This design comes from an exercise in tuning for small area and a short achievable clock period on the open sky130 flow, not from production work. Where RTL was checked, it was by simulation tests only, not by an equivalence proof against the original. Only the layout flow was run in run 5; the RTL was not checked for function there.

## design.v

```verilog
module step_rom(idx, step);
  input [6:0] idx;
  wire [6:0] idx;
  output [14:0] step;
  wire [14:0] step;
  wire n0;
  wire n1;
  wire n10;
  wire n100;
  wire n101;
  wire n102;
  wire n103;
  wire n104;
  wire n105;
  wire n106;
  wire n107;
  wire n108;
  wire n109;
  wire n11;
  wire n110;
  wire n111;
  wire n112;
  wire n113;
  wire n114;
  wire n115;
  wire n116;
  wire n117;
  wire n118;
  wire n119;
  wire n12;
  wire n120;
  wire n121;
  wire n122;
  wire n123;
  wire n124;
  wire n125;
  wire n126;
  wire n127;
  wire n128;
  wire n129;
  wire n13;
  wire n130;
  wire n131;
  wire n132;
  wire n133;
  wire n134;
  wire n135;
  wire n136;
  wire n137;
  wire n138;
  wire n139;
  wire n14;
  wire n140;
  wire n141;
  wire n142;
  wire n143;
  wire n144;
  wire n145;
  wire n146;
  wire n147;
  wire n148;
  wire n149;
  wire n15;
  wire n150;
  wire n151;
  wire n152;
  wire n153;
  wire n154;
  wire n155;
  wire n156;
  wire n157;
  wire n158;
  wire n159;
  wire n16;
  wire n160;
  wire n161;
  wire n162;
  wire n163;
  wire n164;
  wire n165;
  wire n166;
  wire n167;
  wire n168;
  wire n169;
  wire n17;
  wire n170;
  wire n171;
  wire n172;
  wire n173;
  wire n174;
  wire n175;
  wire n176;
  wire n177;
  wire n178;
  wire n179;
  wire n18;
  wire n180;
  wire n181;
  wire n182;
  wire n183;
  wire n184;
  wire n185;
  wire n186;
  wire n187;
  wire n188;
  wire n189;
  wire n19;
  wire n190;
  wire n191;
  wire n192;
  wire n193;
  wire n194;
  wire n195;
  wire n196;
  wire n197;
  wire n198;
  wire n199;
  wire n2;
  wire n20;
  wire n200;
  wire n201;
  wire n202;
  wire n203;
  wire n204;
  wire n205;
  wire n206;
  wire n207;
  wire n208;
  wire n209;
  wire n21;
  wire n210;
  wire n211;
  wire n212;
  wire n213;
  wire n22;
  wire n23;
  wire n24;
  wire n25;
  wire n26;
  wire n27;
  wire n28;
  wire n29;
  wire n3;
  wire n30;
  wire n31;
  wire n32;
  wire n33;
  wire n34;
  wire n35;
  wire n36;
  wire n37;
  wire n38;
  wire n39;
  wire n4;
  wire n40;
  wire n41;
  wire n42;
  wire n43;
  wire n44;
  wire n45;
  wire n46;
  wire n47;
  wire n48;
  wire n49;
  wire n5;
  wire n50;
  wire n51;
  wire n52;
  wire n53;
  wire n54;
  wire n55;
  wire n56;
  wire n57;
  wire n58;
  wire n59;
  wire n6;
  wire n60;
  wire n61;
  wire n62;
  wire n63;
  wire n64;
  wire n65;
  wire n66;
  wire n67;
  wire n68;
  wire n69;
  wire n7;
  wire n70;
  wire n71;
  wire n72;
  wire n73;
  wire n74;
  wire n75;
  wire n76;
  wire n77;
  wire n78;
  wire n79;
  wire n8;
  wire n80;
  wire n81;
  wire n82;
  wire n83;
  wire n84;
  wire n85;
  wire n86;
  wire n87;
  wire n88;
  wire n89;
  wire n9;
  wire n90;
  wire n91;
  wire n92;
  wire n93;
  wire n94;
  wire n95;
  wire n96;
  wire n97;
  wire n98;
  wire n99;
  assign n191 = ~idx[6];
  assign n190 = ~idx[4];
  assign n189 = idx[2] & ~(idx[3]);
  assign n188 = ~idx[3];
  assign n187 = ~(idx[1] | idx[0]);
  assign n186 = n188 & ~(n187);
  assign n185 = ~(n186 | n189);
  assign n184 = idx[2] & ~(n187);
  assign n183 = ~n184;
  assign n182 = n183 & ~(n185);
  assign n181 = n182 | n190;
  assign n180 = ~(idx[2] | idx[1]);
  assign n179 = ~n180;
  assign n178 = idx[3] & ~(idx[4]);
  assign n177 = ~((n178 & n179) | idx[5]);
  assign step[13] = ~((n177 & n181) | n191);
  assign n176 = idx[4] & ~(idx[5]);
  assign n175 = n176 & n186;
  assign n174 = idx[0] & ~(idx[1]);
  assign n173 = idx[1] & ~(idx[0]);
  assign n172 = ~(n173 | n174);
  assign n171 = ~(n172 & idx[2]);
  assign n170 = idx[2] & idx[1];
  assign n169 = ~(n170 | n180);
  assign n168 = idx[3] & ~(n169);
  assign n167 = ~(idx[5] | idx[4]);
  assign n166 = ~idx[2];
  assign n165 = idx[1] & idx[0];
  assign n164 = n166 & ~(n165);
  assign n163 = ~((n164 | idx[3]) & n167);
  assign n162 = ~((n163 | n168) & idx[6]);
  assign step[12] = ~((n171 & n175) | n162);
  assign n161 = ~idx[5];
  assign n160 = n164 | n188;
  assign n159 = ~n160;
  assign n158 = ~((n159 & idx[4]) | idx[6]);
  assign n157 = ~idx[0];
  assign n156 = idx[3] & idx[0];
  assign n155 = ~n156;
  assign n154 = ~((n155 & n166) | n168);
  assign n153 = n157 & ~(n154);
  assign n152 = ~idx[1];
  assign n151 = idx[2] ? n152 : n165;
  assign n150 = n165 | idx[3];
  assign n149 = n150 & ~(n151);
  assign n148 = ~n149;
  assign n147 = ~((n148 & n155) | n168);
  assign n146 = ~(n147 | n153);
  assign n145 = n146 | idx[3];
  assign n144 = ~((n189 | idx[1]) & n190);
  assign n143 = n145 & ~(n144);
  assign n142 = ~((n174 | idx[2]) & idx[4]);
  assign n141 = n188 & ~(n173);
  assign n140 = n141 & ~(n142);
  assign n139 = n140 | n191;
  assign step[11] = ~((n139 | n143) & (n158 | n161));
  assign n138 = ~(idx[3] | idx[2]);
  assign n137 = idx[4] & ~(n138);
  assign n136 = ~((n137 & n160) | idx[6]);
  assign n135 = n171 & ~(n150);
  assign n134 = n156 | idx[4];
  assign n133 = ~(n134 | n135);
  assign n132 = n135 & ~(n190);
  assign n131 = n132 | n191;
  assign step[10] = ~((n131 | n133) & (n136 | n161));
  assign n130 = idx[4] & ~(n154);
  assign n129 = n178 & n184;
  assign n128 = ~((n129 | n130) & idx[5]);
  assign n127 = n172 & ~(n170);
  assign n126 = idx[4] & ~(idx[3]);
  assign n125 = ~(n126 & n161);
  assign n124 = idx[1] & ~(idx[3]);
  assign n123 = n124 & ~(idx[0]);
  assign n122 = ~(idx[3] | idx[1]);
  assign n121 = ~n122;
  assign n120 = ~(idx[2] | idx[0]);
  assign n119 = idx[2] & idx[0];
  assign n118 = ~(n119 | n120);
  assign n117 = n118 & ~(n121);
  assign n116 = n117 | n123;
  assign n115 = ~n167;
  assign n114 = idx[2] & ~(idx[0]);
  assign n113 = n168 & ~(n114);
  assign n112 = n113 | n115;
  assign n111 = ~((n112 | n116) & (n125 | n127));
  assign step[9] = ~((n128 & n191) | n111);
  assign n110 = n118 | n187;
  assign n109 = idx[3] & ~(n110);
  assign n108 = idx[4] & ~(n124);
  assign n107 = n172 | ~(n138);
  assign n106 = n107 & n108;
  assign n105 = n106 & ~(n109);
  assign n104 = n190 & ~(n170);
  assign n103 = n104 & ~(idx[3]);
  assign n102 = n103 | n129;
  assign n101 = n102 | n105;
  assign n100 = idx[3] & idx[2];
  assign n99 = ~(n138 | n100);
  assign n98 = n171 & ~(n180);
  assign n97 = n98 | n99;
  assign n96 = n97 & ~(n174);
  assign n95 = n126 & ~(n110);
  assign n94 = idx[6] & ~(n95);
  assign n93 = ~((n96 | idx[4]) & n94);
  assign step[8] = ~((n93 & n161) | (n101 & n191));
  assign n92 = n165 | ~(n104);
  assign n91 = n92 | n117;
  assign n90 = n169 & ~(idx[0]);
  assign n89 = ~(n90 | n119);
  assign n88 = n89 | idx[3];
  assign n87 = n124 & ~(n157);
  assign n86 = idx[4] & ~(n87);
  assign n85 = ~(n86 & n88);
  assign n84 = ~((n85 & n91) | n191);
  assign n83 = ~(n100 & n176);
  assign n82 = ~((n90 | n165) & n178);
  assign n81 = n142 & ~(n126);
  assign n80 = n191 & ~(n103);
  assign n79 = ~((n81 | n116) & n80);
  assign n78 = n82 & ~(n79);
  assign n77 = ~((n78 | n161) & (n83 | n152));
  assign step[7] = n77 | n84;
  assign n76 = idx[3] & ~(idx[1]);
  assign n75 = n76 | n147;
  assign n74 = n188 ? n151 : n110;
  assign n73 = n74 | idx[4];
  assign n72 = n140 | n161;
  assign n71 = ~((n89 & n137) | n72);
  assign n70 = ~((n71 & n73) | (n75 & n176));
  assign n69 = ~n90;
  assign n68 = ~(idx[3] | idx[0]);
  assign n67 = ~(n68 | n156);
  assign n66 = ~((n67 & n69) | n115);
  assign n65 = ~(n99 | n169);
  assign n64 = n65 | n100;
  assign n63 = n66 & ~(n64);
  assign n62 = n114 | ~(n176);
  assign n61 = ~((n62 | n121) & idx[6]);
  assign step[6] = ~((n61 | n63) & (n70 | idx[6]));
  assign n60 = idx[3] & ~(n165);
  assign n59 = ~n60;
  assign n58 = n171 & ~(n120);
  assign n57 = n58 & ~(n59);
  assign n56 = ~n57;
  assign n55 = ~((n56 & n69) | n109);
  assign n54 = ~n120;
  assign n53 = ~((n54 & n152) | idx[4]);
  assign n52 = ~((n53 & n88) | n161);
  assign n51 = ~((n55 | n190) & n52);
  assign n50 = ~((n148 & n176) | idx[6]);
  assign n49 = ~(n170 | n187);
  assign n48 = idx[3] & ~(n49);
  assign n47 = n48 | n100;
  assign n46 = n47 | n91;
  assign n45 = n123 | n190;
  assign n44 = idx[6] & ~(idx[5]);
  assign n43 = n44 & n45;
  assign step[5] = ~((n43 & n46) | (n50 & n51));
  assign n42 = n190 & ~(n146);
  assign n41 = n165 | ~(n137);
  assign n40 = ~(n41 | n48);
  assign n39 = n178 | idx[6];
  assign n38 = ~((n45 | n95) & idx[6]);
  assign n37 = ~((n38 | n42) & (n39 | n40));
  assign n36 = ~((n117 | n159) & n104);
  assign n35 = n65 | n81;
  assign n34 = ~(n35 & n36);
  assign n33 = idx[5] & ~(idx[6]);
  assign step[4] = ~((n33 & n34) | (n37 & n161));
  assign n32 = n172 & n189;
  assign n31 = idx[4] & ~(n32);
  assign n30 = ~(n31 & n107);
  assign n29 = n118 | idx[1];
  assign n28 = ~((n99 & n29) | idx[4]);
  assign n27 = n44 & ~(n28);
  assign n26 = ~((n69 & n121) | n32);
  assign n25 = n188 & ~(n49);
  assign n24 = n25 | n172;
  assign n23 = ~((n24 | n109) & idx[4]);
  assign n22 = n23 & ~(n161);
  assign n21 = ~((n26 | idx[4]) & n22);
  assign n20 = n98 | ~(n126);
  assign n19 = ~(n183 & n185);
  assign n18 = ~((n19 | idx[4]) & n161);
  assign n17 = ~((n58 & n108) | n18);
  assign n16 = ~((n17 & n20) | idx[6]);
  assign step[3] = ~((n16 & n21) | (n27 & n30));
  assign n15 = n190 & ~(n100);
  assign n14 = n15 & ~(n90);
  assign n13 = ~((n59 | n114) & n190);
  assign n12 = n13 | n141;
  assign n11 = ~((n12 | n14) & n20);
  assign n10 = ~((n54 & n188) | n119);
  assign n9 = n10 | ~(n31);
  assign n8 = n13 | n182;
  assign n7 = n8 & n9;
  assign n6 = ~n114;
  assign n5 = idx[4] ? n173 : n114;
  assign n4 = n5 | ~(n150);
  assign n3 = ~((n9 | n6) & n4);
  assign n2 = n161 ? n7 : n3;
  assign step[2] = ~((n2 & n191) | (n11 & n44));
  assign n1 = n55 | n170;
  assign n0 = n1 & ~(idx[4]);
  assign n213 = n48 | n190;
  assign n212 = ~(n150 | n184);
  assign n211 = ~((n212 | n213) & idx[5]);
  assign n210 = ~((n179 | n188) & n190);
  assign n209 = n124 ? n157 : n58;
  assign n208 = n166 & ~(n68);
  assign n207 = ~((n208 | n45) & (n209 | n210));
  assign n206 = ~((n207 | idx[5]) & (n211 | n0));
  assign n205 = ~((n124 | n166) & idx[0]);
  assign n204 = n210 | ~(n205);
  assign n203 = n170 | ~(n68);
  assign n202 = ~((n203 & idx[4]) | idx[5]);
  assign n201 = n202 & ~(n191);
  assign step[1] = ~((n201 & n204) | (n206 & n191));
  assign n200 = ~((n67 | n173) & n44);
  assign n199 = ~(n200 | n106);
  assign n198 = n57 | n87;
  assign n197 = n198 & ~(n190);
  assign n192 = ~((n197 | n14) & idx[5]);
  assign n193 = n176 & ~(n25);
  assign n194 = ~((n172 | n188) & n193);
  assign n195 = n66 | idx[6];
  assign n196 = n194 & ~(n195);
  assign step[0] = ~((n196 & n192) | (n199 & n56));
  assign step[14] = ~((n202 & n35) | n191);
endmodule
module index_updator (
    input  logic [6:0] idx,
    input  logic [2:0] code,
    output logic [6:0] idx_next
);
    logic [7:0] sum;
    always_comb begin
        sum = {1'b0, idx} + {4'd0, code[1:0], 1'b0} + 8'd2;
        if (code[2]) begin
            idx_next = (sum > 8'd88) ? 7'd88 : sum[6:0];
        end else begin
            idx_next = (idx == 7'd0) ? 7'd0 : idx - 7'd1;
        end
    end
endmodule
module pfa #(parameter W = 16) (
    input  logic [W-1:0] a,
    input  logic [W-1:0] b,
    input  logic         ci,
    output logic [W-1:0] s,
    output logic         co
);
    localparam L = ((W + 1) <= 2 ? 1 : (W + 1) <= 4 ? 2 : (W + 1) <= 8 ? 3 : (W + 1) <= 16 ? 4 : (W + 1) <= 32 ? 5 : 6);
    logic [W:0] g [0:L];
    logic [W:0] p [0:L];
    assign g[0][0] = ci;
    assign p[0][0] = 1'b0;
    genvar i, l;
    generate
        for (i = 0; i < W; i = i + 1) begin : gi
            assign g[0][i+1] = a[i] & b[i];
            assign p[0][i+1] = a[i] ^ b[i];
        end
        for (l = 0; l < L; l = l + 1) begin : gl
            for (i = 0; i <= W; i = i + 1) begin : gb
                if (((i >> l) & 1) == 1) begin : cmb
                    localparam integer J = ((i >> l) << l) - 1;
                    assign g[l+1][i] = g[l][i] | (p[l][i] & g[l][J]);
                    assign p[l+1][i] = p[l][i] & p[l][J];
                end else begin : pas
                    assign g[l+1][i] = g[l][i];
                    assign p[l+1][i] = p[l][i];
                end
            end
        end
        for (i = 0; i < W; i = i + 1) begin : gs
            assign s[i] = p[0][i+1] ^ g[L][i];
        end
    endgenerate
    assign co = g[L][W];
endmodule
module pfa2 #(parameter W = 16) (
    input  logic [W-1:0] a,
    input  logic [W-1:0] b,
    output logic [W-1:0] s0,
    output logic [W-1:0] s1
);
    localparam L = (W <= 2 ? 1 : W <= 4 ? 2 : W <= 8 ? 3 : W <= 16 ? 4 : W <= 32 ? 5 : 6);
    logic [W-1:0] g [0:L];
    logic [W-1:0] p [0:L];
    genvar i, l;
    generate
        for (i = 0; i < W; i = i + 1) begin : gi
            assign g[0][i] = a[i] & b[i];
            assign p[0][i] = a[i] ^ b[i];
        end
        for (l = 0; l < L; l = l + 1) begin : gl
            for (i = 0; i < W; i = i + 1) begin : gb
                if (((i >> l) & 1) == 1) begin : cmb
                    localparam integer J = ((i >> l) << l) - 1;
                    assign g[l+1][i] = g[l][i] | (p[l][i] & g[l][J]);
                    assign p[l+1][i] = p[l][i] & p[l][J];
                end else begin : pas
                    assign g[l+1][i] = g[l][i];
                    assign p[l+1][i] = p[l][i];
                end
            end
        end
        assign s0[0] = p[0][0];
        assign s1[0] = ~p[0][0];
        for (i = 1; i < W; i = i + 1) begin : gs
            assign s0[i] = p[0][i] ^ g[L][i-1];
            assign s1[i] = p[0][i] ^ (g[L][i-1] | p[L][i-1]);
        end
    endgenerate
endmodule
module pco #(parameter W = 16) (
    input  logic [W-1:0] a,
    input  logic [W-1:0] b,
    output logic         co
);
    localparam L = (W <= 2 ? 1 : W <= 4 ? 2 : W <= 8 ? 3 : W <= 16 ? 4 : W <= 32 ? 5 : 6);
    logic [W-1:0] g [0:L];
    logic [W-1:0] t [0:L];
    genvar i, l;
    generate
        for (i = 0; i < W; i = i + 1) begin : gi
            assign g[0][i] = a[i] & b[i];
            assign t[0][i] = a[i] | b[i];
        end
        for (l = 0; l < L; l = l + 1) begin : gl
            for (i = 0; i < W; i = i + 1) begin : gb
                if (((i >> l) & 1) == 1) begin : cmb
                    localparam integer J = ((i >> l) << l) - 1;
                    assign g[l+1][i] = g[l][i] | (t[l][i] & g[l][J]);
                    assign t[l+1][i] = t[l][i] & t[l][J];
                end else begin : pas
                    assign g[l+1][i] = g[l][i];
                    assign t[l+1][i] = t[l][i];
                end
            end
        end
    endgenerate
    assign co = g[L][W-1];
endmodule
module csa #(parameter W = 16) (
    input  logic [W-1:0] a,
    input  logic [W-1:0] b,
    input  logic [W-1:0] c,
    output logic [W-1:0] s,
    output logic [W-1:0] cy
);
    assign s  = a ^ b ^ c;
    assign cy = (a & b) | (a & c) | (b & c);
endmodule
module Subsystem
          (clk,
           reset_x,
           clk_enable,
           in1,
           ce_out,
           Out1,
           Out2);
  input   clk;
  input   reset_x;
  input   clk_enable;
  input   signed [15:0] in1;
  output  ce_out;
  output  signed [15:0] Out1;
  output  signed [3:0] Out2;
  logic [15:0] enc_x;       
  logic        enc_v;       
  logic [3:0]  enc_code;    
  logic        enc_vo;      
  logic [6:0]  enc_idx;     
  logic [15:0] enc_pre;     
  logic        pflag;       
  logic [15:0] pre;         
  assign pflag = enc_pre[15] & ~|enc_pre[14:0];
  assign pre   = {enc_pre[15:1], enc_pre[0] | pflag};
  logic [14:0] es;
  step_rom enc_rom (.idx(enc_idx), .step(es));
  logic [15:0] s0, sh1, sh2, sh3;    
  assign s0  = {1'b0, es};
  assign sh1 = {2'b0, es[14:1]};
  assign sh2 = {3'b0, es[14:2]};
  assign sh3 = {4'b0, es[14:3]};
  logic [16:0] ex, ex1;
  pfa2 #(17) u_e (.a({enc_x[15], enc_x}), .b(~{enc_pre[15], enc_pre}), .s0(ex1), .s1(ex));
  logic sgn;
  assign sgn = pflag ? ex1[16] : ex[16];
  logic [15:0] nm;
  assign nm = pflag ? (ex1[16] ? 16'hfffe : ~ex1[15:0]) : (ex[16] ? ex1[15:0] : ~ex[15:0]);
  logic c1, c2, c3, c4, c5, c6, c7;
  logic k1, k2, k4;
  pco #(16) u_c1 (.a(nm), .b(sh2), .co(k1));
  pco #(16) u_c2 (.a(nm), .b(sh1), .co(k2));
  pco #(16) u_c4 (.a(nm), .b(s0),  .co(k4));
  assign c1 = ~k1;
  assign c2 = ~k2;
  assign c4 = ~k4;
  logic [15:0] sa, ca, sb, cb, sc, cc, sd, cd;
  logic        ka, kb, kc, kd;
  csa #(16) u_ra (.a(nm), .b(s0),  .c(sh2), .s(sa), .cy(ca));           
  pco #(16) u_c5 (.a(sa), .b({ca[14:0], 1'b0}), .co(ka));
  assign c5 = ~(ka | ca[15]);
  csa #(16) u_rb (.a(sa), .b({ca[14:0], 1'b0}), .c(sh1), .s(sb), .cy(cb));  
  pco #(16) u_c7 (.a(sb), .b({cb[14:0], 1'b0}), .co(kb));
  assign c7 = ~(kb | ca[15] | cb[15]);
  csa #(16) u_rc (.a(nm), .b(sh1), .c(sh2), .s(sc), .cy(cc));          
  pco #(16) u_c3 (.a(sc), .b({cc[14:0], 1'b0}), .co(kc));
  assign c3 = ~(kc | cc[15]);
  csa #(16) u_rd (.a(nm), .b(s0),  .c(sh1), .s(sd), .cy(cd));           
  pco #(16) u_c6 (.a(sd), .b({cd[14:0], 1'b0}), .co(kd));
  assign c6 = ~(kd | cd[15]);
  logic b2, b1, b0;
  assign b2 = c4;
  assign b1 = b2 ? c6 : c2;
  assign b0 = b2 ? (b1 ? c7 : c5) : (b1 ? c3 : c1);
  logic [15:0] msk;
  assign msk = {16{sgn}};
  logic [15:0] q1, q2, q3, r1, r2, r3, pn;
  logic        pn_co;
  csa #(16) u_p1 (.a(pre), .b(sh3 ^ msk), .c((s0 & {16{b2}}) ^ msk), .s(q1), .cy(r1));
  csa #(16) u_p2 (.a(q1), .b({r1[14:0], sgn}), .c((sh1 & {16{b1}}) ^ msk), .s(q2), .cy(r2));
  csa #(16) u_p3 (.a(q2), .b({r2[14:0], sgn}), .c((sh2 & {16{b0}}) ^ msk), .s(q3), .cy(r3));
  pfa #(16) u_p (.a(q3), .b({r3[14:0], sgn}), .ci(sgn), .s(pn), .co(pn_co));
  logic [6:0] e_idx_n;
  index_updator enc_iu (.idx(enc_idx), .code({b2, b1, b0}), .idx_next(e_idx_n));
  always_ff @(posedge clk) begin
    if (reset_x) begin
      enc_x    <= 16'd0;
      enc_v    <= 1'b0;
      enc_code <= 4'd0;
      enc_vo   <= 1'b0;
      enc_idx  <= 7'd0;
      enc_pre  <= 16'd0;
    end else begin
      enc_x    <= in1;
      enc_v    <= clk_enable;
      enc_code <= {sgn, b2, b1, b0};
      enc_vo   <= enc_v;
      enc_idx  <= e_idx_n;
      enc_pre  <= pn;
    end
  end
  logic [3:0]  dec_code;    
  logic        dec_en;
  logic [6:0]  dec_idx;
  logic [16:0] dec_sum;     
  logic [15:0] dec_out;     
  always_comb begin
    if (dec_sum[16] != dec_sum[15])        dec_out = dec_sum[16] ? 16'h8001 : 16'h7fff;
    else if (dec_sum[15:0] == 16'h8000)    dec_out = 16'h8001;
    else                                   dec_out = dec_sum[15:0];
  end
  logic [14:0] ds;
  step_rom dec_rom (.idx(dec_idx), .step(ds));
  logic [6:0]  d_idx_n;
  index_updator dec_iu (.idx(dec_idx), .code(dec_code[2:0]), .idx_next(d_idx_n));
  logic [15:0] t0, t1, t2, t3;
  assign t0 = {4'd0, ds[14:3]};
  assign t1 = dec_code[2] ? {1'b0, ds} : 16'd0;
  assign t2 = dec_code[1] ? {2'd0, ds[14:1]} : 16'd0;
  assign t3 = dec_code[0] ? {3'd0, ds[14:2]} : 16'd0;
  logic [15:0] cs1, cc1, cs2, cc2;
  csa #(16) u_d1 (.a(t0), .b(t1), .c(t2), .s(cs1), .cy(cc1));
  csa #(16) u_d2 (.a(cs1), .b({cc1[14:0], 1'b0}), .c(t3), .s(cs2), .cy(cc2));
  logic        k15, dq15;
  pco #(15) u_k15 (.a(cs2[14:0]), .b({cc2[13:0], 1'b0}), .co(k15));
  assign dq15 = cs2[15] ^ cc2[14] ^ k15;
  logic [16:0] dm, ds1, dc1, sm;
  logic        sm_co;
  assign dm = {17{dec_code[3]}};
  csa #(17) u_o1 (.a({dec_out[15], dec_out}), .b({1'b0, cs2} ^ dm), .c({1'b0, cc2[14:0], 1'b0} ^ dm),
                  .s(ds1), .cy(dc1));
  logic [16:0] smr;
  pfa #(17) u_o (.a(ds1), .b({dc1[15:0], dec_code[3]}), .ci(dec_code[3]), .s(smr), .co(sm_co));
  assign sm = {smr[16] ^ dq15, smr[15:0]};
  always_ff @(posedge clk) begin
    if (reset_x) begin
      dec_code <= 4'd0;
      dec_en   <= 1'b0;
      dec_idx  <= 7'd0;
      dec_sum  <= 17'd0;
    end else begin
      dec_code <= enc_vo ? enc_code : 4'd0;
      dec_en   <= enc_vo;
      dec_idx  <= d_idx_n;
      dec_sum  <= dec_en ? sm : 17'd0;
    end
  end
  assign Out1   = dec_out;
  assign Out2   = enc_code;
  assign ce_out = clk_enable;
endmodule
```

## run.sh

```bash
#!/bin/bash
# synth_recipe.tcl (not shown) runs the flow's synth.tcl, then flattens the netlist and writes it again
# the make line also repeats each setting of config.mk as NAME=value (left out here)
make -C /OpenROAD-flow-scripts/flow DESIGN_CONFIG=/design/flow/config.mk WORK_HOME=/design/flow/orfs CLKGATE_MAP_FILE= SYNTH_SCRIPT=/design/flow/synth_recipe.tcl finish
```

## config.mk

```make
export PLATFORM = sky130hd
export DESIGN_NAME = Subsystem
export DESIGN_NICKNAME = Subsystem
export VERILOG_FILES = /design/flow/design.v
export SDC_FILE = /design/flow/constraint.sdc
export NUM_CORES = 4
export LEC_CHECK = 0
export ABC_AREA = 1
export CAP_MARGIN = 50
export CORE_MARGIN = 2
export CORE_UTILIZATION = 40
export SETUP_SLACK_MARGIN = 5
export SLEW_MARGIN = 70
```

## constraint.sdc

```tcl
create_clock -name core_clock -period 15.0 [get_ports {clk}]
set_input_delay 3.0000 -clock core_clock [delete_from_list [all_inputs] [get_ports {clk}]]
set_output_delay 3.0000 -clock core_clock [all_outputs]
set_load 0.01 [all_outputs]
```

==> impl_metrics.json, run 1 <==
{
  "status": "finished clean",
  "drive_gt1_share_pct": 8.24,
  "rr_startpoint": "enc_pre[0]",
  "setup_viol": 0,
  "rrSetupSlack_ns": 6.79,
  "post_cts_resized": 0,
  "drtIter0Drc": 930,
  "timing_hold_violations_final": 0,
  "yosysSeqAreaShare_pct": 9.90,
  "crit_path_max_fanout": 15,
  "insertion_delay_ns": 0.37,
  "num_io_pins": 40,
  "synth_top_area_share_pct": 18.6,
  "grt_pass1_vias": 14440,
  "first_pass_iters": 6,
  "synthTopCellsByArea": "fa_1 (19%), ha_1 (15%), inv_1 (10%)",
  "report.final.slew_viol_count": 0,
  "final_antenna_net_count": 0,
  "final_cells": 2665,
  "cts_made_buffers": 9,
  "cts_sinks": 74,
  "synth-edff-count": 0,
  "wl_per_cell_um": 16.7,
  "maxCapViolCount": 0,
  "grt_max_degree": 44,
  "root_buffer": "clkbuf_16",
  "core.rowCount": 70,
  "synth_area_leader_cell": "fa_1",
  "postCtsSetupRepairBufs": 0,
  "vias": 14046,
  "cts_buffer_depth": 2,
  "multi_input_area_um2": 11800,
  "cts.reportedPaths.clkPinSlew_ns": 0.07,
  "n_antenna_cell": 0,
  "crit_family": "adder cells",
  "seqCellArea_um2": 1500,
  "critPathLaunchType": "register",
  "route.detailed.drc": 0,
  "finalSetupTns_ns": 0,
  "setup.worst_path.class": "reg -> reg",
  "synth-main-ff-cell": "dfxtp_1",
  "crit_start": "enc_pre[0]",
  "grt_overflow": 0,
  "hold_class": "reg -> reg",
  "hpwl_um": 36700,
  "synthCells": 2182,
  "final.period_utilization_pct": 54.7,
  "htree_levels": 3,
  "crit_arrival_ns": 8.45,
  "grt_setup_unrepaired": "false",
  "avgSynthCellArea_um2": 6.86,
  "portBuffers": 39,
  "cp_slowest_cell": "fa_1",
  "cpPeakStageDelay_ns": 0.53,
  "nNetsFinal": 2524,
  "place_inst": 2648,
  "vias_per_cell": 5.27,
  "die_x_um": 197,
  "slew_headroom_pct": 70.1,
  "ctsHoldBuffers": 0,
  "crit_top_cell": "nand2_1",
  "crit_buf_inv": 6,
  "yosysWarningCount": 17,
  "start_util_pct": 40.8,
  "gp_congestion": 0.976,
  "grt.total_usage_pct": 23.6,
  "dieArea_um2": 39000,
  "tritoncts": "yes",
  "totalWireLength_um": 44400,
  "ys_ff_latch": 74,
  "coreArea_um2": 36700,
  "synth_area_um2": 15000,
  "die_h_um": 197,
  "required_ns": 15.24,
  "critPathCaptureType": "register",
  "grt_antenna_before_repair": 0,
  "areaGrowthSynthToFinish_pct": 9.40,
  "period_minus_slack_ns": 8.21,
  "tightest_slew_ns": 0.447,
  "synthArstFlopShare_pct": 0,
  "final_cell_mix": "inv_1 (400), nand2_1 (400), nor2_1 (232)",
  "fill_cells": 3809,
  "synth_cell_type_count": 64,
  "holdCritStartpoint": "enc_v",
  "syn_nets": 2514,
  "finClkSkew_ns": 0.0103,
  "max_freq_mhz": 122,
  "grt_pass1_wl_um": 73600
}
==> through the flow <==
stage	setup WS [ns]	utilization (%)	hold WS [ns]	instance area [µm²]
final	6.79	44.6	0.405	16400
after global routing	6.13	44.6	0.421	16400
after CTS	6.80	44.4	0.405	16300
after detailed placement	6.83	43.6	0.395	16000
after global placement	6.24	42.9	0.391	15700
after floorplan	7.81	-	0.388	15000
==> worst register-to-register path: cells and delay by family, from the launching register on <==
kind / cells / cell delay (ns)
AND/OR/NAND/NOR: 20 / 2.31
buffers and inverters: 6 / 0.55
AO/OA/AOI/OAI: 6 / 1.37
adder cells (fa/ha/maj): 8 / 3.24
XOR/XNOR: 2 / 0.28
flip-flops: 1 / 0.37
==> Yosys cell counts (3+ instances only) <==
cell type	number
inv_1	410
or2_2	10
nor2_2	4
buf_1	5
a21boi_0	3
nand3_2	8
xnor2_1	32
nor3b_1	4
o21ai_0	122
nand2_2	12
o31ai_1	5
nor2_1	238
a211oi_1	6
nand4_1	15
nor4_1	5
nor3_1	25
nand3_1	114
nand2_4	7
o21ai_1	6
buf_6	4
clkbuf_1	30
a221oi_1	6
nand3_4	4
o21a_1	6
inv_2	23
a31oi_1	11
o22ai_1	16
nand2_1	406
o311ai_0	4
fa_1	139
nand3b_1	3
o21ai_2	12
o21bai_1	9
xor2_1	61
dfxtp_1	74
buf_2	8
o211ai_1	20
ha_1	174
clkinv_1	6
a21oi_1	103
==> metal layers <==
layer / vias up / track usage [%] / routed length, µm
li1: 6859 / - / -
met1: 6754 / 29.6 / 19000
met2: 373 / 43.2 / 22400
met3: 60 / 2.66 / 2180
met4: 0 / 5.40 / 759
met5: - / 0 / 0
==> final cells by class <==
type,count,area share (%)
Sequential cell,74,9.17
Multi-Input combinational cell,1618,72.3
Clock buffer,10,1.53
Timing Repair Buffer,49,2.95
Inverter,440,10.1
Tap cell,468,3.58
Clock inverter,6,0.336
==> registers in the layout, summed over array words and instances (netlist names) <==
name	cells
dec_code	4
dec_idx	7
enc_code	4
dec_sum	17
enc_pre	16
enc_idx	7
enc_v	1
enc_x	16
dec_en	1
enc_vo	1
==> kinds of logic (layout without fill, tap and decap cells) <==
kind of cell / after synthesis / in the layout / synth area share, %
buffers and inverters: 490 / 505 / 12.7
adders and majority gates: 314 / 314 / 33.2
AOI/OAI and AO/OA: 350 / 350 / 13.8
xor gates and xnor gates: 93 / 93 / 5.44
DFF: 74 / 74 / 9.90
and+or+nand+nor: 861 / 861 / 24.9
==> path summary, 6_finish.rpt <==
path,end,cells after the start
setup / recovery,enc_pre[8],42
hold reg to reg,enc_vo,2
hold / removal,enc_vo,2
setup reg to reg,enc_pre[8],42
==> run 2, diff against run 1 <==
--- a/config.mk
+++ b/config.mk
@@ -6,8 +6,8 @@
 export NUM_CORES = 4
 export LEC_CHECK = 0
-export ABC_AREA = 1
+export ABC_AREA = 0
 export CAP_MARGIN = 50
 export CORE_MARGIN = 2
-export CORE_UTILIZATION = 40
+export CORE_UTILIZATION = 55
 export SETUP_SLACK_MARGIN = 5
 export SLEW_MARGIN = 70
==> run 2 against run 1 <==
Synthesized cell count fell by 11%. Design area rose by 2.3%. Count of clock-buffer cells in the layout stayed put. Final cell count fell by 13%. Register-to-register slack got worse by 1.2 ns. Via count down 1.2%. Area after synthesis up 2.7%. Highest routed layer unchanged.
==> impl_metrics.json, run 2 <==
{
  "status": "finished clean",
  "vias": 13874,
  "maxCapViolCount": 0,
  "critPathCaptureType": "register",
  "required_ns": 15.22,
  "core.rowCount": 61,
  "nNetsFinal": 2277,
  "yosysWarningCount": 17,
  "coreArea_um2": 27600,
  "final.period_utilization_pct": 62.8,
  "avgSynthCellArea_um2": 7.90,
  "timing_hold_violations_final": 0,
  "grt_max_degree": 56,
  "post-synth-top-count-cell": "inv_1",
  "ctsHoldBuffers": 0,
  "first_pass_iters": 6,
  "ys_ff_latch": 74,
  "synth-main-ff-cell": "dfxtp_1",
  "largest-register": "dec_sum",
  "mostFrequentLayoutCell": "inv_1",
  "placed_area_um2": 16400,
  "areaGrowthSynthToFinish_pct": 9.06,
  "insertion_delay_ns": 0.34,
  "grt_pass1_vias": 13803,
  "grt_overflow": 0,
  "final_cell_mix": "inv_1 (224), nor2_1 (192), ha_1 (174)",
  "max_freq_mhz": 106,
  "synthArstFlopShare_pct": 0,
  "start_util_pct": 55.6,
  "setup.worst_path.class": "reg -> reg",
  "synthTopCellsByCount": "inv_1 (233), nor2_1 (194), ha_1 (174), fa_1 (139), nand2_1 (132)",
  "tritoncts": "yes",
  "synth_area_um2": 15400,
  "grt.total_usage_pct": 30.9,
  "post-place-ws_ns": 5.45,
  "route.detailed.drc": 0,
  "hold_class": "reg -> reg",
  "dieArea_um2": 29300,
  "die_h_um": 171,
  "syn_nets": 2276,
  "worst_slack_ns": 5.58,
  "synth_area_leader_cell": "fa_1",
  "tightest_slew_ns": 0.476,
  "n_antenna_cell": 0,
  "grt_setup_unrepaired": "false",
  "slew_headroom_pct": 67.9,
  "crit_path_max_fanout": 13,
  "finalSetupTns_ns": 0,
  "critPathLaunchType": "register",
  "top_regs": "dec_sum x17, enc_pre x16, enc_x x16",
  "wl_per_cell_um": 18.9,
  "setup_viol": 0,
  "crit_arrival_ns": 9.64,
  "synthCells": 1944,
  "final_antenna_net_count": 0,
  "vias_per_cell": 5.96,
  "period_minus_slack_ns": 9.42,
  "num_io_pins": 40,
  "htree_levels": 3,
  "grt_pass1_wl_um": 72100,
  "cts_made_buffers": 9,
  "cts.reportedPaths.clkPinSlew_ns": 0.06,
  "yosysSeqAreaShare_pct": 9.64,
  "synth_cell_type_count": 95,
  "synthTopCellsByArea": "fa_1 (18%), ha_1 (14%), dfxtp_1 (9.6%)",
  "finClkSkew_ns": 0.0124,
  "totalWireLength_um": 44000,
  "portBuffers": 39,
  "final_area_um2": 16800,
  "post-route-util_pct": 60.7,
  "grt_antenna_before_repair": 0,
  "cp_slowest_cell": "fa_1",
  "cts_buffer_depth": 2,
  "drive_gt1_share_pct": 8.92,
  "gp_congestion": 0.944,
  "synth-edff-count": 0,
  "synth_top_area_share_pct": 18.1,
  "hpwl_um": 34400,
  "drtIter0Drc": 1373,
  "cpPeakStageDelay_ns": 0.53,
  "root_buffer": "clkbuf_16",
  "report.final.slew_viol_count": 0,
  "cts_sinks": 74,
  "die_x_um": 171,
  "largest_reg_flops": 17
}
[run 2: cell types whose count changed after synthesis, sizes merged, moves of 42 or more]
| cell | previous run | this run |
|---|---|---|
| nand3 | 126 | 26 |
| o21ai | 140 | 91 |
| nor2b | 0 | 43 |
| nor2 | 242 | 194 |
| nand2 | 425 | 133 |
| inv | 433 | 237 |
| and2 | 0 | 42 |
| xnor2 | 32 | 106 |
[run 2: path summary, 6_finish.rpt]
path | from | to | slack (ns) | cells past startpoint
worst min-delay path | enc_code[1] | dec_code[1] | 0.44 | 1
worst max-delay path | enc_pre[0] | enc_pre[15] | 5.58 | 38
worst max register to register | enc_pre[0] | enc_pre[15] | 5.58 | 38
worst min register to register | enc_code[1] | dec_code[1] | 0.44 | 1
[run 2: worst max-delay path, delay by kind of cell, from the launching register on]
family	cells	cell delay (ns)
buffers and inverters	6	0.58
adders and majority gates	8	3.21
xor gates and xnor gates	2	0.29
and+or+nand+nor	7	1.33
DFF	1	0.38
AOI/OAI and AO/OA	15	3.50
[run 2: cells by family (layout without fill, tap and decap cells)]
family | count (synthesis) | in the layout | share of synthesized area [%]
and+or+nand+nor | 593 | 593 | 18.9
AOI/OAI and AO/OA | 484 | 484 | 22.0
buffers and inverters | 328 | 334 | 8.40
adders and majority gates | 326 | 326 | 33.1
xor gates and xnor gates | 130 | 130 | 7.41
DFF | 74 | 74 | 9.64
muxes | 9 | 9 | 0.594
[run 2: cell type report]
cell class	count	area (µm²)
inverters	240	908
clock inverters	6	65.1
fillers	2551	10900
multi-input cells	1542	12900
well taps	378	473
repair buffers	78	664
flip-flops and latches	74	1500
clock buffers	10	229
[run 2: what timing repair did]
| action | in CTS | in global routing |
|---|---|---|
| setup endpoints to repair | 0 | 2 |
| buffers inserted | 0 | 1 |
| gates resized for setup | 0 | 2 |
[run 2: metrics by stage]
step / cells / hold slack, ns
after floorplan: 1944 / 0.414
after global placement: 2298 / 0.418
after detailed placement: 2310 / 0.438
after CTS: 2326 / 0.443
after global routing: 2328 / 0.457
final: 2328 / 0.442
[run 2: metal layers]
metal,vias up,track usage [%],share of wire [%]
li1,6652,-,-
met1,6667,39.1,42
met2,465,54.7,50
met3,90,3.47,4.9
met4,0,10.0,3.2
met5,-,0,0
==> run 3, diff against run 2 <==
--- a/config.mk
+++ b/config.mk
@@ -6,5 +6,5 @@
 export NUM_CORES = 4
 export LEC_CHECK = 0
-export ABC_AREA = 0
+export ABC_AREA = 1
 export CAP_MARGIN = 50
 export CORE_MARGIN = 2
==> run 3 against run 2 <==
Non-clock buffer count is 28 lower. Global-route usage is 0.069 points lower. Largest cell class unchanged. Critical endpoint is now enc_pre[8]. Via count is 3.0% higher. Area after synthesis down 2.6%. Critical path type unchanged.
==> impl_metrics.json, run 3 <==
{
  "status": "finished clean",
  "crit_buf_inv": 6,
  "die_x_um": 169,
  "rr_startpoint": "enc_pre[0]",
  "yosysSeqAreaShare_pct": 9.90,
  "totalWireLength_um": 42600,
  "tritoncts": "yes",
  "crit_arrival_ns": 8.37,
  "wl_per_cell_um": 16.8,
  "final.period_utilization_pct": 54.3,
  "critPathLaunchType": "register",
  "start_util_pct": 55.9,
  "syn_nets": 2514,
  "ctsHoldBuffers": 0,
  "grt_setup_unrepaired": "false",
  "grt_overflow": 0,
  "worstReg2RegEnd": "enc_pre[8]",
  "grt.total_usage_pct": 30.8,
  "final_antenna_net_count": 0,
  "insertion_delay_ns": 0.35,
  "tightest_slew_ns": 0.458,
  "post_cts_resized": 0,
  "final_cell_mix": "nand2_1 (399), inv_1 (398), nor2_1 (230)",
  "grt_antenna_before_repair": 1,
  "report.final.slew_viol_count": 0,
  "cts.reportedPaths.clkPinSlew_ns": 0.07,
  "max_freq_mhz": 123,
  "root_buffer": "clkbuf_16",
  "hold_class": "reg -> reg",
  "die_h_um": 169,
  "cp_slowest_cell": "fa_1",
  "portBuffers": 39,
  "cpPeakStageDelay_ns": 0.53,
  "synth-edff-count": 0,
  "dieArea_um2": 28600,
  "yosysWarningCount": 17,
  "synth_area_um2": 15000,
  "nNetsFinal": 2525,
  "cp_num_cells": 42,
  "synthCells": 2182,
  "setup.worst_path.class": "reg -> reg",
  "core.rowCount": 60,
  "vias": 14292,
  "cts_sinks": 74,
  "timing_hold_violations_final": 0,
  "coreArea_um2": 26800,
  "crit_path_max_fanout": 15,
  "first_pass_iters": 7,
  "slew_headroom_pct": 69.5,
  "whs_path_depth": 2,
  "synthTopCellsByArea": "fa_1 (19%), ha_1 (15%), inv_1 (10%)",
  "drive_gt1_share_pct": 8.19,
  "maxCapViolCount": 0,
  "synth-main-ff-cell": "dfxtp_1",
  "crit_path_end": "enc_pre[8]",
  "synth_top_area_share_pct": 18.6,
  "synthArstFlopShare_pct": 0,
  "largest-register": "dec_sum",
  "synthTopCellsByCount": "inv_1 (410), nand2_1 (406), nor2_1 (238), ha_1 (174), fa_1 (139)",
  "mostFrequentLayoutCell": "nand2_1",
  "grt_max_degree": 44,
  "htree_levels": 3,
  "post-synth-top-count-cell": "inv_1",
  "required_ns": 15.22,
  "num_io_pins": 40,
  "grt_pass1_wl_um": 70700,
  "crit_family": "adder cells",
  "finClkSkew_ns": 0.0116,
  "grt_pass1_vias": 14336,
  "cts_made_buffers": 9,
  "avgSynthCellArea_um2": 6.86,
  "vias_per_cell": 5.63,
  "critPathCaptureType": "register",
  "period_minus_slack_ns": 8.14,
  "reg2regPathDepth": 42,
  "crit_start": "enc_pre[0]",
  "finalSetupTns_ns": 0,
  "drtIter0Drc": 1040,
  "hpwl_um": 34800,
  "cts_buffer_depth": 2,
  "crit_top_cell": "nand2_1",
  "postCtsSetupRepairBufs": 0,
  "synth_area_leader_cell": "fa_1",
  "synth_cell_type_count": 64,
  "top_regs": "dec_sum x17, enc_pre x16, enc_x x16",
  "setup_viol": 0,
  "gp_congestion": 0.967,
  "ys_ff_latch": 74,
  "largest_reg_flops": 17,
  "areaGrowthSynthToFinish_pct": 8.09,
  "route.detailed.drc": 0,
  "rrSetupSlack_ns": 6.86
}
-- run 3: cell count changes after synthesis, sizes merged, moves of 24 or more --
| cell | delta |
|---|---|
| nand2 | +292 |
| inv | +196 |
| nand3 | +100 |
| xnor2 | -74 |
| o21ai | +49 |
| nor2 | +48 |
| nor2b | -43 |
| and2 | -42 |
| xor2 | +37 |
| nand2b | -30 |
| a211oi | -28 |
| nor3 | -26 |
| clkbuf | -24 |
-- run 3: through the flow --
stage                     area (µm²)  hold slack [ns]  std cells  util (%)  worst slack, ns
after floorplan                15000            0.388       2182         -             7.81
after global placement         15600            0.455       2518      58.1             6.05
after detailed placement       15800            0.457       2521      59.0             6.99
after CTS                      16100            0.472       2537      60.1             6.95
after global routing           16200            0.463       2539      60.4             6.24
final                          16200            0.460       2540      60.4             6.86
-- run 3: worst min path at each step --
stage | slack [ns] | end | start
after CTS | 0.47 | enc_vo | enc_v
final | 0.46 | enc_vo | enc_v
after global placement | 0.45 | enc_vo | enc_v
after global routing | 0.46 | enc_vo | enc_v
after floorplan | 0.39 | enc_vo | enc_v
after detailed placement | 0.46 | enc_vo | enc_v
-- run 3: routing by layer --
metal | part of all wire, % | vias to the layer above | track usage [%] | routed length [µm]
li1 | - | 6884 | - | -
met1 | 42 | 6759 | 38.4 | 17700
met2 | 48 | 534 | 53.5 | 20700
met3 | 5.8 | 115 | 4.02 | 2490
met4 | 4.1 | 0 | 13.5 | 1770
met5 | 0 | - | 0 | 0
-- run 3: cell type report --
cell class              instances  area, µm²
clock buffers                  10        229
diodes                          1       2.50
fillers                      2588      10600
inverters                     440       1660
clock inverters                 6       65.1
multi-input cells            1618      11800
repair buffers                 50        477
flip-flops and latches         74       1500
well taps                     341        427
-- run 3: kinds of logic (layout without fill, tap and decap cells) --
| group | count (synthesis) | count (layout) | share of synthesized area [%] |
|---|---|---|---|
| simple gates | 861 | 861 | 24.9 |
| other cells | 0 | 1 | 0 |
| buf+inv | 490 | 506 | 12.7 |
| xor+xnor | 93 | 93 | 5.44 |
| fa+ha+maj | 314 | 314 | 33.2 |
| compound gates | 350 | 350 | 13.8 |
| flops | 74 | 74 | 9.90 |
-- run 3: worst reg2reg max path: cells and delay by family (launching register included) --
| family | cells | cell delay [ns] |
|---|---|---|
| AO/OA/AOI/OAI | 6 | 1.41 |
| flip-flops | 1 | 0.34 |
| AND/OR/NAND/NOR | 20 | 2.29 |
| buffers and inverters | 6 | 0.51 |
| adder cells (fa/ha/maj) | 8 | 3.22 |
| XOR/XNOR | 2 | 0.27 |
==> run 4, diff against run 3 <==
--- a/config.mk
+++ b/config.mk
@@ -7,7 +7,7 @@
 export LEC_CHECK = 0
 export ABC_AREA = 1
-export CAP_MARGIN = 50
+export CAP_MARGIN = 40
 export CORE_MARGIN = 2
-export CORE_UTILIZATION = 55
+export CORE_UTILIZATION = 50
 export SETUP_SLACK_MARGIN = 5
-export SLEW_MARGIN = 70
+export SLEW_MARGIN = 60
==> run 4 against run 3 <==
Still clean on timing, DRC and antenna. Via count shrank 2.6%. Final cell count grew 1.8%. Design area shrank 0.55%. Critical endpoint unchanged. Largest cell class unchanged.
==> impl_metrics.json, run 4 <==
{
  "synth-edff-count": 0,
  "finalSetupTns_ns": 0,
  "yosysWarningCount": 17,
  "grt_antenna_before_repair": 0,
  "grt_overflow": 0,
  "route.detailed.drc": 0,
  "setup_viol": 0,
  "die_h_um": 177,
  "drive_gt1_share_pct": 6.38,
  "crit_arrival_ns": 8.52,
  "first_pass_iters": 8,
  "final_cells": 2585,
  "largest-register": "dec_sum",
  "htree_levels": 3,
  "critPathLaunchType": "register",
  "cts.reportedPaths.clkPinSlew_ns": 0.06,
  "synthTopCellsByCount": "inv_1 (410), nand2_1 (406), nor2_1 (238), ha_1 (174), fa_1 (139)",
  "synthCells": 2182,
  "largest_reg_flops": 17,
  "dieArea_um2": 31300,
  "mostFrequentLayoutCell": "inv_1",
  "hold_class": "reg -> reg",
  "final.period_utilization_pct": 55.2,
  "synthArstFlopShare_pct": 0,
  "status": "finished clean",
  "slew_headroom_pct": 62.9,
  "busiest_layer": "met2",
  "core.rowCount": 63,
  "grt_use_met2_pct": 49.7,
  "ctsHoldBuffers": 0,
  "tightest_slew_ns": 0.556,
  "grt_pass1_vias": 13886,
  "yosysSeqAreaShare_pct": 9.90,
  "areaGrowthSynthToFinish_pct": 7.50,
  "maxCapViolCount": 0,
  "synth_area_um2": 15000,
  "vias": 13922,
  "postCtsSetupRepairBufs": 0,
  "portBuffers": 39,
  "grtUsageMet3_pct": 2.79,
  "cts_sinks": 74,
  "grt_setup_unrepaired": "false",
  "synth-main-ff-cell": "dfxtp_1",
  "vias_per_cell": 5.39,
  "die_x_um": 177,
  "drtIter0Drc": 936,
  "root_buffer": "clkbuf_16",
  "grt.total_usage_pct": 28.1,
  "n_antenna_cell": 0,
  "syn_nets": 2514,
  "synth_area_leader_cell": "fa_1",
  "post-synth-top-count-cell": "inv_1",
  "placed_area_um2": 15700,
  "cpPeakStageDelay_ns": 0.69,
  "avgSynthCellArea_um2": 6.86,
  "tritoncts": "yes",
  "finClkSkew_ns": 0.0137,
  "top_regs": "dec_sum x17, enc_pre x16, enc_x x16",
  "setup.worst_path.class": "reg -> reg",
  "start_util_pct": 50.6,
  "grt_max_degree": 44,
  "totalWireLength_um": 42600,
  "use_met1_pct": 36.3,
  "cp_slowest_cell": "fa_1",
  "place_inst": 2569,
  "synthTopCellsByArea": "fa_1 (19%), ha_1 (15%), inv_1 (10%)",
  "insertion_delay_ns": 0.34,
  "required_ns": 15.24,
  "coreArea_um2": 29600,
  "final_cell_mix": "inv_1 (406), nand2_1 (402), nor2_1 (235)",
  "num_io_pins": 40,
  "cts_buffer_depth": 2,
  "final_area_um2": 16100,
  "post_cts_resized": 0,
  "grt_pass1_wl_um": 70400,
  "ys_ff_latch": 74,
  "max_freq_mhz": 121,
  "hpwl_um": 35300,
  "cts_made_buffers": 9,
  "timing_hold_violations_final": 0,
  "gp_congestion": 0.914,
  "wl_per_cell_um": 16.5,
  "nNetsFinal": 2524,
  "final_antenna_net_count": 0,
  "synth_top_area_share_pct": 18.6,
  "synth_cell_type_count": 64,
  "period_minus_slack_ns": 8.28,
  "critPathCaptureType": "register",
  "report.final.slew_viol_count": 0,
  "fill_cells": 2995,
  "holdWs_ns": 0.420,
  "crit_top_cell": "nand2_1",
  "crit_path_max_fanout": 16
}
==> run 4: cell counts after synthesis <==
Identical to the previous run, type by type.
==> run 4: stage by stage <==
stage / setup WS (ns) / utilization (%)
after global routing: 5.96 / 54.4
after global placement: 6.05 / 52.9
after CTS: 6.75 / 54.3
after detailed placement: 6.76 / 53.2
final: 6.72 / 54.4
after floorplan: 7.81 / -
==> run 4: path summary, 6_finish.rpt <==
path	start	slack (ns)	depth (start not counted)	end
setup / recovery	enc_idx[1]	6.72	42	enc_pre[8]
hold / removal	enc_v	0.42	2	enc_vo
setup reg to reg	enc_idx[1]	6.72	42	enc_pre[8]
hold reg to reg	enc_v	0.42	2	enc_vo
==> run 4: final cells by class <==
class	instances	area, µm²	area share (%)
repair buffers	49	470	2.92
inverters	440	1660	10.3
clock buffers	10	250	1.56
multi-input cells	1618	11700	72.6
well taps	390	488	3.03
flip-flops and latches	74	1490	9.27
clock inverters	4	51.3	0.319
==> run 4: per-layer routing <==
metal | vias to the layer above | share of wire (%) | routed length [µm]
li1 | 6865 | - | -
met1 | 6611 | 45 | 19000
met2 | 372 | 49 | 20900
met3 | 74 | 3.9 | 1680
met4 | 0 | 2.5 | 1060
met5 | - | 0 | 0
==> run 4: cells by family after synthesis <==
kind of cell	count (synthesis)	synth area share, %
flip-flops	74	9.90
adder cells (fa/ha/maj)	314	33.2
buffers and inverters	490	12.7
XOR/XNOR	93	5.44
AND/OR/NAND/NOR	861	24.9
AO/OA/AOI/OAI	350	13.8
==> run 4: worst max-delay path: cells and delay by family, from the launching register on <==
family	cells	cell delay (ns)
compound gates	11	2.56
fa+ha+maj	6	2.41
simple gates	17	1.67
buf+inv	7	0.85
flops	1	0.54
xor+xnor	1	0.16
==> run 5, diff against run 4 <==
--- a/design.v
+++ b/design.v
@@ -463,4 +463,17 @@
     end
 endmodule
+module index_updator_fast (
+    input  logic [6:0] idx,
+    input  logic [2:0] code,
+    output logic [6:0] idx_next
+);
+    logic [6:0] dn, u2, u4, u6, u8;
+    assign dn = (idx == 7'd0)  ? 7'd0  : idx - 7'd1;
+    assign u2 = (idx >= 7'd87) ? 7'd88 : idx + 7'd2;
+    assign u4 = (idx >= 7'd85) ? 7'd88 : idx + 7'd4;
+    assign u6 = (idx >= 7'd83) ? 7'd88 : idx + 7'd6;
+    assign u8 = (idx >= 7'd81) ? 7'd88 : idx + 7'd8;
+    assign idx_next = code[2] ? (code[1] ? (code[0] ? u8 : u6) : (code[0] ? u4 : u2)) : dn;
+endmodule
 module pfa #(parameter W = 16) (
     input  logic [W-1:0] a,
@@ -646,5 +659,5 @@
   pfa #(16) u_p (.a(q3), .b({r3[14:0], sgn}), .ci(sgn), .s(pn), .co(pn_co));
   logic [6:0] e_idx_n;
-  index_updator enc_iu (.idx(enc_idx), .code({b2, b1, b0}), .idx_next(e_idx_n));
+  index_updator_fast enc_iu (.idx(enc_idx), .code({b2, b1, b0}), .idx_next(e_idx_n));
   always_ff @(posedge clk) begin
     if (reset_x) begin
@@ -674,8 +687,8 @@
     else                                   dec_out = dec_sum[15:0];
   end
-  logic [14:0] ds;
-  step_rom dec_rom (.idx(dec_idx), .step(ds));
   logic [6:0]  d_idx_n;
   index_updator dec_iu (.idx(dec_idx), .code(dec_code[2:0]), .idx_next(d_idx_n));
+  logic [14:0] ds, ds_n;
+  step_rom dec_rom (.idx(d_idx_n), .step(ds_n));
   logic [15:0] t0, t1, t2, t3;
   assign t0 = {4'd0, ds[14:3]};
@@ -703,4 +716,5 @@
       dec_idx  <= 7'd0;
       dec_sum  <= 17'd0;
+      ds       <= 15'd7;
     end else begin
       dec_code <= enc_vo ? enc_code : 4'd0;
@@ -708,4 +722,5 @@
       dec_idx  <= d_idx_n;
       dec_sum  <= dec_en ? sm : 17'd0;
+      ds       <= ds_n;
     end
   end
--- a/config.mk
+++ b/config.mk
@@ -7,7 +7,7 @@
 export LEC_CHECK = 0
 export ABC_AREA = 1
-export CAP_MARGIN = 40
+export CAP_MARGIN = 50
 export CORE_MARGIN = 2
-export CORE_UTILIZATION = 50
+export CORE_UTILIZATION = 40
 export SETUP_SLACK_MARGIN = 5
-export SLEW_MARGIN = 60
+export SLEW_MARGIN = 70
==> run 5 against run 4 <==
Count of clock-buffer cells in the layout is the same. Core utilization shrank 11 points. Still clean on timing, DRC and antenna. Die area grew 32%. First-iteration DRC count shrank 3.2%. Largest cell class unchanged. Design area grew 7.5%. Flip-flop and latch count grew 15. Critical path type unchanged. Final cell count grew 12%. Global-route usage shrank 4.9 points. Highest routed layer unchanged.
==> impl_metrics.json, run 5 <==
{
  "critPathCaptureType": "register",
  "holdWs_ns": 0.420,
  "areaGrowthSynthToFinish_pct": 8.86,
  "portBuffers": 39,
  "synth_compound_area_share_pct": 12.9,
  "post-route-util_pct": 43.9,
  "hold_class": "reg -> reg",
  "synthAdderAreaFrac_pct": 31.6,
  "finClkSkew_ns": 0.0154,
  "worst_slack_ns": 6.72,
  "num_io_pins": 40,
  "crit_buf_inv": 9,
  "synth_area_leader_cell": "fa_1",
  "die_h_um": 203,
  "ctsHoldBuffers": 0,
  "fill_cells": 4113,
  "setup.worst_path.class": "reg -> reg",
  "synthTopCellsByArea": "fa_1 (17%), ha_1 (14%), nand2_1 (12%)",
  "grt_max_degree": 46,
  "synthTopCellsByCount": "nand2_1 (502), inv_1 (421), nor2_1 (236), ha_1 (180), nand3_1 (153)",
  "report.final.slew_viol_count": 0,
  "synth_simple_gate_area_share_pct": 27.4,
  "cts_made_buffers": 9,
  "avgSynthCellArea_um2": 6.76,
  "cts.reportedPaths.clkPinSlew_ns": 0.08,
  "hpwl_um": 38100,
  "insertion_delay_ns": 0.37,
  "dieArea_um2": 41300,
  "route.detailed.drc": 0,
  "tightest_slew_ns": 0.458,
  "status": "finished clean",
  "final_cells": 2890,
  "grt_setup_unrepaired": "false",
  "placed_area_um2": 17000,
  "postCtsSetupRepairBufs": 0,
  "totalWireLength_um": 46700,
  "drive_gt1_share_pct": 6.30,
  "cp_slowest_cell": "fa_1",
  "seqCellArea_um2": 1800,
  "grt.total_usage_pct": 23.2,
  "crit_path_max_fanout": 34,
  "final_cell_mix": "nand2_1 (495), inv_1 (407), nor2_1 (230)",
  "max_freq_mhz": 121,
  "multi_input_area_um2": 12400,
  "largest-register": "dec_sum",
  "largest_reg_flops": 17,
  "place_inst": 2874,
  "period_minus_slack_ns": 8.28,
  "core.rowCount": 73,
  "grt_pass1_wl_um": 76900,
  "htree_levels": 3,
  "grt_antenna_before_repair": 0,
  "final_antenna_net_count": 0,
  "post_cts_resized": 0,
  "setup_viol": 0,
  "grt_pass1_vias": 14876,
  "mostFrequentLayoutCell": "nand2_1",
  "timing_hold_violations_final": 0,
  "wl_per_cell_um": 16.1,
  "post-place-ws_ns": 6.69,
  "slew_headroom_pct": 69.5,
  "yosysWarningCount": 17,
  "synth_area_um2": 15900,
  "post-synth-top-count-cell": "nand2_1",
  "synth_top_area_share_pct": 17.4,
  "crit_top_cell": "nand2_1",
  "final_area_um2": 17300,
  "yosys.area_share.xor_xnor_pct": 4.90,
  "synth_cell_type_count": 59,
  "syn_nets": 2690,
  "final.period_utilization_pct": 55.2,
  "synthMuxAreaShare_pct": 0,
  "nNetsFinal": 2697,
  "ys_ff_latch": 89,
  "cts_buffer_depth": 2,
  "cpPeakStageDelay_ns": 0.58,
  "synth_top_family_by_area": "adder cells",
  "synth-main-ff-cell": "dfxtp_1",
  "root_buffer": "clkbuf_16",
  "crit_family": "simple AND/OR/NAND/NOR gates",
  "synthArstFlopShare_pct": 0,
  "required_ns": 15.25,
  "synth-edff-count": 0,
  "vias_per_cell": 5.22,
  "start_util_pct": 40.3,
  "die_x_um": 203,
  "coreArea_um2": 39500,
  "crit_arrival_ns": 8.53,
  "tritoncts": "yes",
  "critPathLaunchType": "register",
  "maxCapViolCount": 0,
  "first_pass_iters": 5,
  "drtIter0Drc": 906,
  "gp_congestion": 0.977,
  "yosysSeqAreaShare_pct": 11.2,
  "finalSetupTns_ns": 0,
  "cts_sinks": 89,
  "n_antenna_cell": 0,
  "top_regs": "dec_sum x17, enc_pre x16, enc_x x16",
  "synthCells": 2353,
  "vias": 15100,
  "grt_overflow": 0
}
-- run 5: cell count changes after synthesis, sizes merged, moves of 4 or more --
cell	change
buf	+5
a21oi	+5
nand4	+6
nor4	+4
ha	+6
nand2	+102
xor2	-8
nor3b	-4
xnor2	+4
nand3	+37
o22ai	-4
dfxtp	+15
o21ai	+13
-- run 5: worst min-delay path, cell delays in order, from the launching register on --
cell	delay (ns)
dfxtp_1	0.31
inv_1	0.05
nor2_1	0.03
-- run 5: cells by family after synthesis --
kind of cell    count (synthesis)
flops                          89
xor+xnor                       89
buf+inv                       492
simple gates                 1010
compound gates                354
fa+ha+maj                     319
-- run 5: layer usage --
metal | wire, µm | GRT usage (%) | share of wire [%] | up-vias
met3 | 2550 | 3.08 | 5.5 | 107
met4 | 1780 | 9.02 | 3.8 | 0
met1 | 19900 | 29.1 | 43 | 7065
met5 | 0 | 0 | 0 | -
met2 | 22500 | 40.3 | 48 | 498
li1 | - | - | - | 7430
-- run 5: area by class of cell --
class / instances / share of cell area (%)
repair buffers: 49 / 2.81
flip-flops and latches: 89 / 10.4
well taps: 525 / 3.80
multi-input cells: 1772 / 71.7
inverters: 439 / 9.57
clock buffers: 10 / 1.32
clock inverters: 6 / 0.427
-- run 5: final timing paths --
check                                start         end  slack (ns)  depth (start not counted)
worst max-delay path            enc_pre[9]  enc_pre[8]        6.72                         45
worst min-delay path                 enc_v      enc_vo        0.42                          2
worst max register to register  enc_pre[9]  enc_pre[8]        6.72                         45
worst min register to register       enc_v      enc_vo        0.42                          2

-- afterwards: timing with drivers on the ports --
How much do the figures lean on ideal ports? The routed layouts below were timed once more, with nothing changed but the port constraints.
Step 1: set_driving_cell puts a clkbuf_16 on clk and a buf_2 on each other input, an assumption about the parent block.
Step 2 times the ports against the registers' clock, not the clock port: input delays grow and output delays shrink by t, the midpoint of the rising clock arrivals with the driver on.
Slacks: ideal ports / drivers / drivers and shift; pairs: ideal ports / drivers.
run	shift t [ns]	setup slack, ns	hold WS [ns]	latest minus earliest clock arrival (ns)
run 1	0.411	6.790 / 6.790 / 6.790	0.405 / 0.405 / 0.405	0.011 / 0.011
run 2	0.382	5.575 / 5.575 / 5.575	0.442 / 0.442 / 0.442	0.013 / 0.013
run 3	0.393	6.856 / 6.856 / 6.856	0.460 / 0.460 / 0.460	0.012 / 0.011
run 4	0.383	6.721 / 6.721 / 6.721	0.420 / 0.420 / 0.420	0.014 / 0.014
run 5	0.419	6.719 / 6.719 / 6.719	0.420 / 0.420 / 0.420	0.015 / 0.015
After both steps setup and hold are still met in every run listed.
